This design comes from an exercise in tuning for small area and a short achievable clock period on the open sky130 flow, not from production work. In this exercise RTL edits were held to simulation tests only and were not proved equivalent to the original.

==> trial 15 <==
==> flow/design.v <==
module Conway(
    input clk,
    input load,
    input [255:0] data,
    output reg [255:0] q
);
wire [255:0] vs, vc, nxt;
genvar i, j;
generate
for (i = 0; i < 16; i = i + 1) begin : row
    for (j = 0; j < 16; j = j + 1) begin : col
        conway_fa fv (.a(q[16*((i+15)%16) + j]), .b(q[16*i + j]), .c(q[16*((i+1)%16) + j]),
                      .s(vs[16*i+j]), .co(vc[16*i+j]));
    end
end
for (i = 0; i < 16; i = i + 1) begin : row2
    for (j = 0; j < 16; j = j + 1) begin : col2
        wire p, g, n0, k, e0, e1;
        conway_ha h1 (.a(q[16*((i+15)%16) + j]), .b(q[16*((i+1)%16) + j]), .s(p), .co(g));
        conway_fa f1 (.a(vs[16*i + (j+15)%16]), .b(vs[16*i + (j+1)%16]), .c(p), .s(n0), .co(k));
        conway_fa f2 (.a(vc[16*i + (j+15)%16]), .b(vc[16*i + (j+1)%16]), .c(g), .s(e0), .co(e1));
        conway_glue gl (.n0(n0), .k(k), .e0(e0), .e1(e1), .x(q[16*i+j]), .load(load), .d(data[16*i+j]), .y(nxt[16*i+j]));
    end
end
endgenerate
always @(posedge clk) q <= nxt;
endmodule
module conway_fa(input a, input b, input c, output s, output co);
    assign {co, s} = a + b + c;
endmodule
module conway_ha(input a, input b, output s, output co);
    assign {co, s} = a + b;
endmodule
module conway_glue(input n0, input k, input e0, input e1, input x, input load, input d, output y);
    wire life = ~e1 & (e0 ^ k) & (n0 | x);
    assign y = load ? d : life;
endmodule
==> flow/flow/run.sh <==
#!/bin/bash
# Standard ORFS layout, except that the port buffers are plain buf_1 cells
# instead of the delay-buffer cells buffer_ports picks by default.
set -euo pipefail
export BUFFER_PORTS_ARGS="-buffer_cell sky130_fd_sc_hd__buf_1"
bash standard.sh > standard.log 2>&1
==> flow/standard.sh <==
#!/bin/bash
# synth_recipe.tcl (not shown) runs the flow's synth.tcl, then flattens the netlist and writes it again
# the make line also repeats each setting of config.mk as NAME=value (left out here)
make -C /OpenROAD-flow-scripts/flow DESIGN_CONFIG=/design/flow/config.mk WORK_HOME=/design/flow/orfs CLKGATE_MAP_FILE= SYNTH_SCRIPT=/design/flow/synth_recipe.tcl "${@:-finish}"
==> flow/config.mk <==
export PLATFORM = sky130hd
export DESIGN_NAME = Conway
export DESIGN_NICKNAME = Conway
export VERILOG_FILES = /design/flow/design.v
export SDC_FILE = /design/flow/constraint.sdc
export NUM_CORES = 4
export LEC_CHECK = 0
export CAP_MARGIN = 20
export CORE_MARGIN = 2
export CORE_UTILIZATION = 65
export SLEW_MARGIN = 20
export SYNTH_HIERARCHICAL = 1
export SYNTH_MINIMUM_KEEP_SIZE = 0
==> flow/constraint.sdc <==
create_clock -name core_clock -period 5.0 [get_ports {clk}]
set_input_delay 1.0000 -clock core_clock [delete_from_list [all_inputs] [get_ports {clk}]]
set_output_delay 1.0000 -clock core_clock [all_outputs]
set_load 0.01 [all_outputs]
==> trial 46: changes against trial 15 <==
==> flow/design.v (replaced) <==
module Conway(
    input clk,
    input load,
    input [255:0] data,
    output reg [255:0] q
);
wire [255:0] p, g, vs, vc, nxt;
genvar i, j;
generate
for (i = 0; i < 16; i = i + 1) begin : row
    for (j = 0; j < 16; j = j + 1) begin : col
        conway_ha hv (.a(q[16*((i+15)%16) + j]), .b(q[16*((i+1)%16) + j]),
                      .s(p[16*i+j]), .co(g[16*i+j]));
        conway_vsum vsum (.p(p[16*i+j]), .g(g[16*i+j]), .x(q[16*i+j]),
                          .s(vs[16*i+j]), .c(vc[16*i+j]));
    end
end
for (i = 0; i < 16; i = i + 1) begin : row2
    for (j = 0; j < 16; j = j + 1) begin : col2
        wire n0, k, e0, e1;
        conway_fa f1 (.a(p[16*i+j]), .b(vs[16*i + (j+15)%16]), .c(vs[16*i + (j+1)%16]), .s(n0), .co(k));
        conway_fa f2 (.a(g[16*i+j]), .b(vc[16*i + (j+15)%16]), .c(vc[16*i + (j+1)%16]), .s(e0), .co(e1));
        conway_glue gl (.n0(n0), .k(k), .e0(e0), .e1(e1), .x(q[16*i+j]), .load(load), .d(data[16*i+j]), .y(nxt[16*i+j]));
    end
end
endgenerate
always @(posedge clk) q <= nxt;
endmodule
module conway_fa(input a, input b, input c, output s, output co);
    assign {co, s} = a + b + c;
endmodule
module conway_ha(input a, input b, output s, output co);
    assign {co, s} = a + b;
endmodule
module conway_vsum(input p, input g, input x, output s, output c);
    conway_xor sx (.a(p), .b(x), .y(s));
    conway_ao  cx (.a(p), .b(x), .c(g), .y(c));
endmodule
module conway_xor(input a, input b, output y);
    assign y = a ^ b;
endmodule
module conway_ao(input a, input b, input c, output y);
    assign y = (a & b) | c;
endmodule
module conway_glue(input n0, input k, input e0, input e1, input x, input load, input d, output y);
    wire life = ~e1 & (e0 ^ k) & (n0 | x);
    assign y = load ? d : life;
endmodule
==> flow/flow/run.sh (replaced) <==
#!/bin/bash
# Standard ORFS layout with two changes:
#  - port buffers are plain buf_1 cells instead of the delay-buffer cells
#    buffer_ports picks by default;
#  - before floorplanning, combinational cells are set to drive strength 1
#    (flow/downsize.tcl); timing repair upsizes where needed.
set -euo pipefail
here=$(pwd)
export BUFFER_PORTS_ARGS="-buffer_cell sky130_fd_sc_hd__buf_1"
export PRE_FLOORPLAN_TCL="$here/flow/downsize.tcl"
bash standard.sh > standard.log 2>&1
==> flow/flow/downsize.tcl (new file) <==
# Before floorplanning: give every combinational cell that synthesis mapped at
# a drive strength above 1 its _1 variant, when the library has one. Timing
# repair later upsizes again where a path needs it.
set db [ord::get_db]
set n 0
foreach inst [[ord::get_db_block] getInsts] {
  set master [$inst getMaster]
  set name [$master getName]
  if {[$master isSequential]} { continue }
  if {[regexp {^(sky130_fd_sc_hd__[a-z0-9]+)_([2-9]|1[0-9])$} $name -> base drive]} {
    set small [$db findMaster ${base}_1]
    if {$small ne "NULL" && $small ne ""} {
      $inst swapMaster $small
      incr n
    }
  }
}
puts "downsize: $n cells set to drive strength 1"
SETUP_SLACK_MARGIN = 2.7   (was default)
==> results.txt <==
Against trial 46, the die area of trial 15 is higher by about 10%. Routed wire length: trial 46 is lower than trial 15 (1.8%). In trial 15 the core utilization is lower than in trial 46, by 1.2 points.

========
==> inputs of run R <==
Conway again, from the RTL that the note above started with.
## Conway
module Conway(
    input clk,
    input load,
    input [255:0] data,
    output reg [255:0] q
);
==> module Conway, before the edit <==
module Conway(
    input clk,
    input load,
    input [255:0] data,
    output reg [255:0] q
);
wire [255:0] vs, vc, nxt;
genvar i, j;
generate
for (i = 0; i < 16; i = i + 1) begin : row
    for (j = 0; j < 16; j = j + 1) begin : col
        conway_fa fv (.a(q[16*((i+15)%16) + j]), .b(q[16*i + j]), .c(q[16*((i+1)%16) + j]),
                      .s(vs[16*i+j]), .co(vc[16*i+j]));
    end
end
for (i = 0; i < 16; i = i + 1) begin : row2
    for (j = 0; j < 16; j = j + 1) begin : col2
        wire p, g, n0, k, e0, e1;
        conway_ha h1 (.a(q[16*((i+15)%16) + j]), .b(q[16*((i+1)%16) + j]), .s(p), .co(g));
        conway_fa f1 (.a(vs[16*i + (j+15)%16]), .b(vs[16*i + (j+1)%16]), .c(p), .s(n0), .co(k));
        conway_fa f2 (.a(vc[16*i + (j+15)%16]), .b(vc[16*i + (j+1)%16]), .c(g), .s(e0), .co(e1));
        conway_glue gl (.n0(n0), .k(k), .e0(e0), .e1(e1), .x(q[16*i+j]), .load(load), .d(data[16*i+j]), .y(nxt[16*i+j]));
    end
end
endgenerate
always @(posedge clk) q <= nxt;
endmodule
==> module conway_glue, before the edit <==
module conway_glue(input n0, input k, input e0, input e1, input x, input load, input d, output y);
    wire life = ~e1 & (e0 ^ k) & (n0 | x);
    assign y = load ? d : life;
endmodule
==> module conway_fa, before the edit <==
module conway_fa(input a, input b, input c, output s, output co);
    assign {co, s} = a + b + c;
endmodule
==> module conway_ha, before the edit <==
module conway_ha(input a, input b, output s, output co);
    assign {co, s} = a + b;
endmodule
Settings: LEC_CHECK=0, CAP_MARGIN=20, CORE_MARGIN=2, CORE_UTILIZATION=65, CTS_CLUSTER_DIAMETER=100, CTS_CLUSTER_SIZE=32, SETUP_SLACK_MARGIN=2.9, SLEW_MARGIN=20, SYNTH_HIERARCHICAL=1, SYNTH_MINIMUM_KEEP_SIZE=0; clock period 5.0 ns.
standard.sh (not shown) runs the stock make flow with config.mk's settings and CLKGATE_MAP_FILE= SYNTH_SCRIPT=/design/flow/synth_recipe.tcl, a recipe that flattens the netlist after the stock synthesis.
==> flow/flow/run.sh <==
#!/bin/bash
# Standard ORFS layout with two changes:
#  - port buffers are plain buf_1 cells instead of the delay-buffer cells
#    buffer_ports picks by default;
#  - before floorplanning, combinational cells are set to drive strength 1
#    (flow/downsize.tcl); timing repair upsizes where needed.
set -euo pipefail
here=$(pwd)
export BUFFER_PORTS_ARGS="-buffer_cell sky130_fd_sc_hd__buf_1"
export PRE_FLOORPLAN_TCL="$here/flow/downsize.tcl"
bash standard.sh > standard.log 2>&1
==> flow/flow/downsize.tcl <==
# Before floorplanning: give every combinational cell that synthesis mapped at
# a drive strength above 1 its _1 variant, when the library has one. Timing
# repair later upsizes again where a path needs it.
set db [ord::get_db]
set n 0
foreach inst [[ord::get_db_block] getInsts] {
  set master [$inst getMaster]
  set name [$master getName]
  if {[$master isSequential]} { continue }
  if {[regexp {^(sky130_fd_sc_hd__[a-z0-9]+)_([2-9]|1[0-9])$} $name -> base drive]} {
    set small [$db findMaster ${base}_1]
    if {$small ne "NULL" && $small ne ""} {
      $inst swapMaster $small
      incr n
    }
  }
}
puts "downsize: $n cells set to drive strength 1"
==> run P (differences from run R) <==
==> flow/design.v (replaced) <==
module Conway(
    input clk,
    input load,
    input [255:0] data,
    output reg [255:0] q
);
wire [255:0] p, g, vs, vc, nxt;
genvar i, j;
generate
for (i = 0; i < 16; i = i + 1) begin : row
    for (j = 0; j < 16; j = j + 1) begin : col
        conway_ha hv (.a(q[16*((i+15)%16) + j]), .b(q[16*((i+1)%16) + j]),
                      .s(p[16*i+j]), .co(g[16*i+j]));
        conway_vsum vsum (.p(p[16*i+j]), .g(g[16*i+j]), .x(q[16*i+j]),
                          .s(vs[16*i+j]), .c(vc[16*i+j]));
    end
end
for (i = 0; i < 16; i = i + 1) begin : row2
    for (j = 0; j < 16; j = j + 1) begin : col2
        wire n0, k, e0, e1;
        conway_fa f1 (.a(p[16*i+j]), .b(vs[16*i + (j+15)%16]), .c(vs[16*i + (j+1)%16]), .s(n0), .co(k));
        conway_fa f2 (.a(g[16*i+j]), .b(vc[16*i + (j+15)%16]), .c(vc[16*i + (j+1)%16]), .s(e0), .co(e1));
        conway_glue gl (.n0(n0), .k(k), .e0(e0), .e1(e1), .x(q[16*i+j]), .load(load), .d(data[16*i+j]), .y(nxt[16*i+j]));
    end
end
endgenerate
always @(posedge clk) q <= nxt;
endmodule
module conway_fa(input a, input b, input c, output s, output co);
    assign {co, s} = a + b + c;
endmodule
module conway_ha(input a, input b, output s, output co);
    assign {co, s} = a + b;
endmodule
module conway_vsum(input p, input g, input x, output s, output c);
    conway_xor sx (.a(p), .b(x), .y(s));
    conway_ao  cx (.a(p), .b(x), .c(g), .y(c));
endmodule
module conway_xor(input a, input b, output y);
    assign y = a ^ b;
endmodule
module conway_ao(input a, input b, input c, output y);
    assign y = (a & b) | c;
endmodule
module conway_glue(input n0, input k, input e0, input e1, input x, input load, input d, output y);
    wire life = ~e1 & (e0 ^ k) & (n0 | x);
    assign y = load ? d : life;
endmodule
- CTS_CLUSTER_DIAMETER: 100 -> default
- CTS_CLUSTER_SIZE: 32 -> default
- SETUP_SLACK_MARGIN: 2.9 -> 2.8
==> run X (differences from run R) <==
==> flow/design.v (replaced) <==
module Conway(
    input clk,
    input load,
    input [255:0] data,
    output reg [255:0] q
);
wire [255:0] vs, vc, nxt;
genvar i, j;
generate
for (i = 0; i < 16; i = i + 1) begin : row
    for (j = 0; j < 16; j = j + 1) begin : col
        conway_fa fv (.a(q[16*((i+15)%16) + j]), .b(q[16*i + j]), .c(q[16*((i+1)%16) + j]),
                      .s(vs[16*i+j]), .co(vc[16*i+j]));
    end
end
for (i = 0; i < 16; i = i + 1) begin : row2
    for (j = 0; j < 16; j = j + 1) begin : col2
        wire t0, t1, n0, t2, e0, e1;
        conway_fa f1 (.a(vs[16*i + (j+15)%16]), .b(vs[16*i + (j+1)%16]), .c(q[16*((i+15)%16) + j]), .s(t0), .co(t1));
        conway_ha h1 (.a(t0), .b(q[16*((i+1)%16) + j]), .s(n0), .co(t2));
        conway_fa f2 (.a(vc[16*i + (j+15)%16]), .b(vc[16*i + (j+1)%16]), .c(t1), .s(e0), .co(e1));
        conway_glue g (.n0(n0), .e0(e0), .e1(e1), .t2(t2), .x(q[16*i+j]), .load(load), .d(data[16*i+j]), .y(nxt[16*i+j]));
    end
end
endgenerate
always @(posedge clk) q <= nxt;
endmodule
module conway_fa(input a, input b, input c, output s, output co);
    assign {co, s} = a + b + c;
endmodule
module conway_ha(input a, input b, output s, output co);
    assign {co, s} = a + b;
endmodule
module conway_glue(input n0, input e0, input e1, input t2, input x, input load, input d, output y);
    wire life = ~e1 & (e0 ^ t2) & (n0 | x);
    assign y = load ? d : life;
endmodule
==> flow/flow/run.sh (replaced) <==
#!/bin/bash
# Standard ORFS layout, except that the port buffers are plain buf_1 cells
# instead of the delay-buffer cells buffer_ports picks by default.
set -euo pipefail
export BUFFER_PORTS_ARGS="-buffer_cell sky130_fd_sc_hd__buf_1"
bash standard.sh > standard.log 2>&1
- CORE_UTILIZATION: 65 -> 40
- CTS_CLUSTER_DIAMETER: 100 -> default
- CTS_CLUSTER_SIZE: 32 -> default
- SETUP_SLACK_MARGIN: 2.9 -> 2.5
removed: flow/flow/downsize.tcl
==> run C (differences from run R) <==
==> flow/design.v (replaced) <==
module Conway(
    input clk,
    input load,
    input [255:0] data,
    output reg [255:0] q
);
reg [15:0] q_2d[15:0];
reg [255:0] q_rt;
integer i, j;
integer cnt;
integer u, d, l, r;
always @(*) begin
    for (i = 0; i < 16; i = i + 1)
        q_2d[i] = q[16*i +: 16];
    for (i = 0; i < 16; i = i + 1)
        for (j = 0; j < 16; j = j + 1) begin
            u = i == 15 ? 0 : i + 1;
            d = i == 0 ? 15 : i - 1;
            l = j == 15 ? 0 : j + 1;
            r = j == 0 ? 15 : j - 1;
            cnt = q_2d[u][l] + q_2d[u][j] + q_2d[u][r] +
                  q_2d[i][l] +            + q_2d[i][r] +
                  q_2d[d][l] + q_2d[d][j] + q_2d[d][r];
            case (cnt)
                2: q_rt[16*i+j] = q_2d[i][j];
                3: q_rt[16*i+j] = 1;
                default: q_rt[16*i+j] = 0;
            endcase
        end
end
always @(posedge clk)
    if (load) q <= data;
    else q <= q_rt;
endmodule
==> flow/run.sh (new file) <==
#!/bin/bash
# synth_recipe.tcl (not shown) runs the flow's synth.tcl, then flattens the netlist and writes it again
# the make line also repeats each setting of config.mk as NAME=value (left out here)
make -C /OpenROAD-flow-scripts/flow DESIGN_CONFIG=/design/flow/config.mk WORK_HOME=/design/flow/orfs CLKGATE_MAP_FILE= SYNTH_SCRIPT=/design/flow/synth_recipe.tcl finish
- CORE_UTILIZATION: 65 -> 40
- CTS_CLUSTER_DIAMETER: 100 -> default
- CTS_CLUSTER_SIZE: 32 -> default
- SETUP_SLACK_MARGIN: 2.9 -> default
- SYNTH_HIERARCHICAL: 1 -> default
- SYNTH_MINIMUM_KEEP_SIZE: 0 -> default
removed: flow/flow/run.sh
removed: flow/flow/downsize.tcl
removed: flow/standard.sh
==> results.json <==
{
  "status": "aborted with a tool error",
  "gp_congestion": 0.960,
  "first-error": "[ERROR GRT-0232] Routing congestion too high. Check the congestion heatmap in the GUI.",
  "lastStage": "5_1_grt",
  "start_util_pct": 66.1,
  "grt_util_met2_pct": 94.1,
  "die_y_um": 219
}
[end of results for run R]
==> results.json <==
{
  "multi_input_area_share_pct": 71.3,
  "reg2reg_to": "q[251]$_DFF_P_",
  "start_util_pct": 40.5,
  "synth_seq_cells": 256,
  "die_y_um": 287,
  "pin_count": 514,
  "status": "no timing/DRC/antenna violations",
  "viasPerCell": 5.49,
  "grt_util_met2_pct": 43.3,
  "largest_class": "multi-input gates",
  "synth_area_um2": 32000,
  "gp_congestion": 0.911,
  "dpl.cell_count": 3877,
  "seq_area_frac_synth_pct": 16.0
}
[end of results for run X]
==> results.json <==
{
  "status": "no timing/DRC/antenna violations",
  "start_util_pct": 65.9,
  "io_buffers": 513,
  "hold_viol_final": 0,
  "design.core.area_um2": 44200,
  "grt_util_met2_pct": 65.9,
  "drtAntennaViolNets": 0,
  "clk_pin_slew_ns": 0.05,
  "gp_congestion": 1.03,
  "die_y_um": 216,
  "setup_slack_ns": 2.81,
  "hold_buffers": 0,
  "wl_met3_mm": 9.22
}
[end of results for run P]
==> results.json <==
{
  "status": "no timing/DRC/antenna violations",
  "cap_violations": 0,
  "grt_util_met2_pct": 37.5,
  "rsz0062_at_grt": "false",
  "reg2reg_to": "q[253]$_DFFE_PP_",
  "die_y_um": 374,
  "start_util_pct": 40.3,
  "gp_congestion": 0.850,
  "first_global_vias": 41700,
  "hold_start": "q[179]$_DFFE_PP_"
}
[end of results for run C]

separate check: timing with driven ports:
How much do the figures lean on ideal ports? The routed layouts below were timed once more, with nothing changed but the port constraints. Step 1, drivers: a clkbuf_16 drives clk and a buf_2 each remaining input, both assumed. Step 2 times the ports against the registers' clock, not the clock port: input delays grow and output delays shrink by t, the midpoint of the rising clock arrivals with the driver on. a / b / c = no drivers / after step 1 / after step 2; a / b = the first two.
run	t, ns	setup slack, ns	hold slack, ns	worst setup path at the end	latest minus earliest clock arrival (ns)
trial 15	0.621	2.464 / 2.398 / 2.148	0.619 / 0.579 / 0.715	input to register	0.027 / 0.026
trial 46	0.619	2.707 / 2.640 / 2.227	0.579 / 0.579 / 0.579	input to register	0.019 / 0.019
run P	0.615	2.810 / 2.746 / 2.351	0.568 / 0.568 / 0.568	input to register	0.020 / 0.020
run X	0.627	2.527 / 2.522 / 2.114	0.618 / 0.577 / 0.625	input to register	0.021 / 0.021
run C	0.698	0.882 / 0.882 / 0.882	0.764 / 0.764 / 0.764	register to register	0.026 / 0.026
After both steps setup and hold are still met in every run listed. The setup slack of trial 46, which loses most, moves by -0.067 ns with the drivers and by -0.480 ns with both steps.
